Source: an optimization exercise on an open RTL-to-GDS flow (aim: small area and a short achievable clock period). Production flows keep margins and buffers that such runs may drop.
Only simulation tests tie the RTL to the original design; equivalence was not proved.
Power is estimated from default activity; no workload was simulated.

Design hybrid_pwm_sd_2ndorder, start of the top module:
module hybrid_pwm_sd_2ndorder #(parameter signalwidth=16)
(
	input clk,
	input reset_n,
	input [signalwidth-1:0] d,
	output q
);
Size: roughly 970 cells after synthesis, about 110 flip-flops, ~19 I/O pins.
clock: 11.0 ns
lec_check: 0
abc_area: 1
cap_margin: 20
core_margin: 2
core_utilization: 40
cts_buf_list: sky130_fd_sc_hd__clkbuf_8
slew_margin: 20
synth_hierarchical: 1
standard.sh (not shown) runs the stock make flow with config.mk's settings and CLKGATE_MAP_FILE= SYNTH_SCRIPT=/design/flow/synth_recipe.tcl, a recipe that flattens the netlist after the stock synthesis.
==> flow/flow/run.sh <==
#!/bin/bash
# Standard ORFS layout (standard.sh) with three changes: timing repair is
# asked to leave extra setup margin so that the layout runs well faster than
# the clock, the ports get small buffers, and adders are left to ABC instead
# of being mapped to full/half-adder cells (registers are unchanged).
set -euo pipefail
bash standard.sh SETUP_SLACK_MARGIN=8.0 "BUFFER_PORTS_ARGS=-buffer_cell sky130_fd_sc_hd__buf_2" ADDER_MAP_FILE= finish > flow_make.log 2>&1
Rerun with:
--- a/flow/design.v
+++ b/flow/design.v
@@ -3,14 +3,15 @@
 	input clk,
 	input reset_n,
 	input [signalwidth-1:0] d,
 	output q
 );
 reg [4:0]  pc;        
 reg        q_r;       
+reg        q_o;       
 reg [22:0] w;         
 reg [17:0] p;
 reg [17:0] r;
 reg        m;         
 reg        c16_r;     
 reg [15:0] dreg;      
 reg [6:0]  th;        
@@ -196,37 +197,39 @@
 		dreg <= d;
 end
 always @(posedge clk)
 begin
 	if (!reset_n) begin
 		pc   <= 5'd30;
 		q_r  <= 1'b0;
+		q_o  <= 1'b1;
 		w    <= 23'h7f0000;
 		p    <= 18'h2fffd;
 		r    <= 18'h18000;
 		m    <= 1'b1;
 		th   <= 7'd0;
 		ep   <= 11'd0;
 		{f31, f0, f1, f2, f3, f5, f7, f8} <= 8'b00000000;
 	end else begin
 		pc  <= pc_next;
 		q_r <= q_next;
+		q_o <= q_next;
 		w   <= w_next;
 		p   <= r;
 		r   <= sum;
 		{f31, f0, f1, f2, f3, f5, f7, f8} <= {pc == 5'd30, f31, f0, f1, f2, pc == 5'd4, pc == 5'd6, f7};
 		if (f1)
 			m <= m_new;
 		if (f31)
 			th <= sum[17:11];
 		if (f3)
 			ep <= p[10:0];
 	end
 end
-assign q = q_r;
+assign q = q_o;
 endmodule
 module carry16 (input [15:0] a, input [15:0] b, output c);
 wire [15:0] g0 = a & b;
 wire [15:0] p0 = a | b;
 wire [7:0] g1, p1;
 wire [3:0] g2, p2;
 wire [1:0] g3, p3;
Routed wire length rises by about 1.6%.
Cell count rises by 0.58%.
Register-to-register slack is better by 20 ps.
Total power falls by about 0.9%.
Via count rises by about 1%.
Worst setup slack is better by 58 ps.
First-iteration DRC count rises by 19%.
Count of clock-buffer cells in the layout rises by 1.
Clock skew rises by 6.0 ps.

---

fjord:
hybrid_pwm_sd_2ndorder, a different RTL version from the one above (not shown whole).
For scale: about 730 cells after synthesis, about 110 flip-flops, ~6000 sq um of cells after synthesis.
==> module hybrid_pwm_sd_2ndorder, before the edit <==
module hybrid_pwm_sd_2ndorder #(parameter signalwidth=16)
(
	input clk,
	input reset_n,
	input [signalwidth-1:0] d,
	output q
);
reg [4:0]  pc;        
reg        q_r;       
reg [22:0] w;         
reg [17:0] p;
reg [17:0] r;
reg        m;         
reg [15:0] dreg;      
reg [6:0]  th;        
reg [10:0] ep;        
reg        f31, f0, f2, f3, f5, f7, f8;    
wire c16;
carry16 u_c16 (.a(p[15:0]), .b(d), .c(c16));
wire [17:0] b_oth = ({18{f2}} & {2'b0, dreg})
                  | ({18{f3 | f5}} & ({7'b0, ep} ^ {18{f3}}))
                  | ({18{f7}} & {2'b0, r[17:2]})
                  | ({18{f8}} & ~{2'b0, p[17:2]});
wire [7:0] wu;
wire [17:0] b_op = f31 ? ~{1'b0, wu, w[15:7]} : b_oth;
wire cin = f3 | f7 | (f31 & (q_r | ~&w[6:0])) | (f8 & ~|p[1:0]);
wire [17:0] sum;
add18 u_sadd (.a(p), .b(b_op), .ci(cin), .s(sum));
wire [4:0] pc_next = pc + 5'd1;
wire q_gen   = th[6] ? m : ({1'b0, pc_next} < th[5:0]);
wire q_last  = sum[17] ? m : (sum[16:11] != 6'd0);
wire q_oth   = f31 ? q_last : f0 ? (th[5:1] != 5'd0) : q_gen;
wire sel_m   = f0 & th[6];
wire q_c1    = sel_m ? (p[17] ^ p[16]) : q_oth;
wire q_c0    = sel_m ? p[17] : q_oth;
wire q_next, m_new;
mux2x u_qsel (.s(c16), .a1(q_c1), .a0(q_c0), .y(q_next));
mux2x u_msel (.s(c16), .a1(f0 ? p[17] ^ p[16] : m), .a0(f0 ? p[17] : m), .y(m_new));
wire [22:0] w_next;
radd u_radd (.w(w), .f(q_r), .y(w_next), .u(wu));
always @(posedge clk)
	if (f0)
		dreg <= d;
always @(posedge clk)
begin
	if (!reset_n) begin
		pc   <= 5'd30;
		q_r  <= 1'b0;
		w    <= 23'h7f0000;
		p    <= 18'h2fffd;
		r    <= 18'h18000;
		m    <= 1'b1;
		th   <= 7'd0;
		ep   <= 11'd0;
		{f31, f0, f2, f3, f5, f7, f8} <= 7'b0000000;
	end else begin
		pc  <= pc_next;
		q_r <= q_next;
		w   <= w_next;
		p   <= r;
		r   <= sum;
		{f31, f0, f2, f3, f5, f7, f8} <= {pc == 5'd30, f31, pc == 5'd1, f2, pc == 5'd4, pc == 5'd6, f7};
		m   <= m_new;
		if (f31)
			th <= sum[17:11];
		if (f3)
			ep <= p[10:0];
	end
end
assign q = q_r;
endmodule
Settings: LEC_CHECK=0, ABC_AREA=1, CAP_MARGIN=20, CORE_MARGIN=2, CORE_UTILIZATION=40, CTS_BUF_LIST=sky130_fd_sc_hd__clkbuf_8, SLEW_MARGIN=20; clock period 11.0 ns.
==> flow/flow/run.sh <==
#!/bin/bash
# Standard ORFS layout (standard.sh), with timing repair asked to leave
# extra setup margin so that the layout runs well faster than the clock,
# and small port buffers.
set -euo pipefail
bash standard.sh SETUP_SLACK_MARGIN=7.5 "BUFFER_PORTS_ARGS=-buffer_cell sky130_fd_sc_hd__buf_2" finish > flow_make.log 2>&1
#### Input delta (yarrow over fjord)
-- flow/design.v --
<<< fjord, line 42
	if (f0)
		dreg <= d;
always @(posedge clk)
begin
	if (!reset_n) begin
>>> yarrow, line 42
	if (f0)
		dreg <= d;
always @(posedge clk, negedge reset_n)
begin
	if (!reset_n) begin
--- outcome ---
Measured against each other, yarrow and fjord differ in sequential share of layout area, the higher figure coming from yarrow.
Summary of yarrow over fjord: clock-buffer cell count now smaller, combinational share of power fell by 8.6 points, normalized max-slew margin shows an increase of 2.6 points, average vias per placed instance went up by 0.035, power has decreased.
Layout overhead on the synthesized area of yarrow is on par with fjord.
yarrow vs fjord: overall die area up slightly
Every run (yarrow and fjord) finished clean.

-- port drivers added, routing unchanged --
The results above use ideal ports. As a check the final layouts listed here were re-extracted and re-timed, cells and wires unchanged. Step 1 assumes that a clkbuf_16 drives the clock port and a buf_2 every other input. Step 2 times the ports against the registers' clock, not the clock port: input delays grow and output delays shrink by t, the midpoint of the rising clock arrivals with the driver on. a / b / c = no drivers / after step 1 / after step 2; a / b = the first two.
| run | t, ns | slack for setup (ns) | pins driven straight from the clock port |
|---|---|---|---|
| the first run of note 1 | 0.425 | 7.908 / 7.869 / 7.613 | 1 |
| the second run of note 1 | 0.426 | 7.966 / 7.927 / 7.627 | 1 |
| fjord | 0.416 | 7.637 / 7.647 / 7.231 | 1 |
| yarrow | 0.431 | 7.455 / 7.455 / 7.420 | 1 |
After both steps setup and hold are still met in every run listed. The setup slack of fjord, which loses most, moves by +0.010 ns with the drivers and by -0.406 ns with both steps.
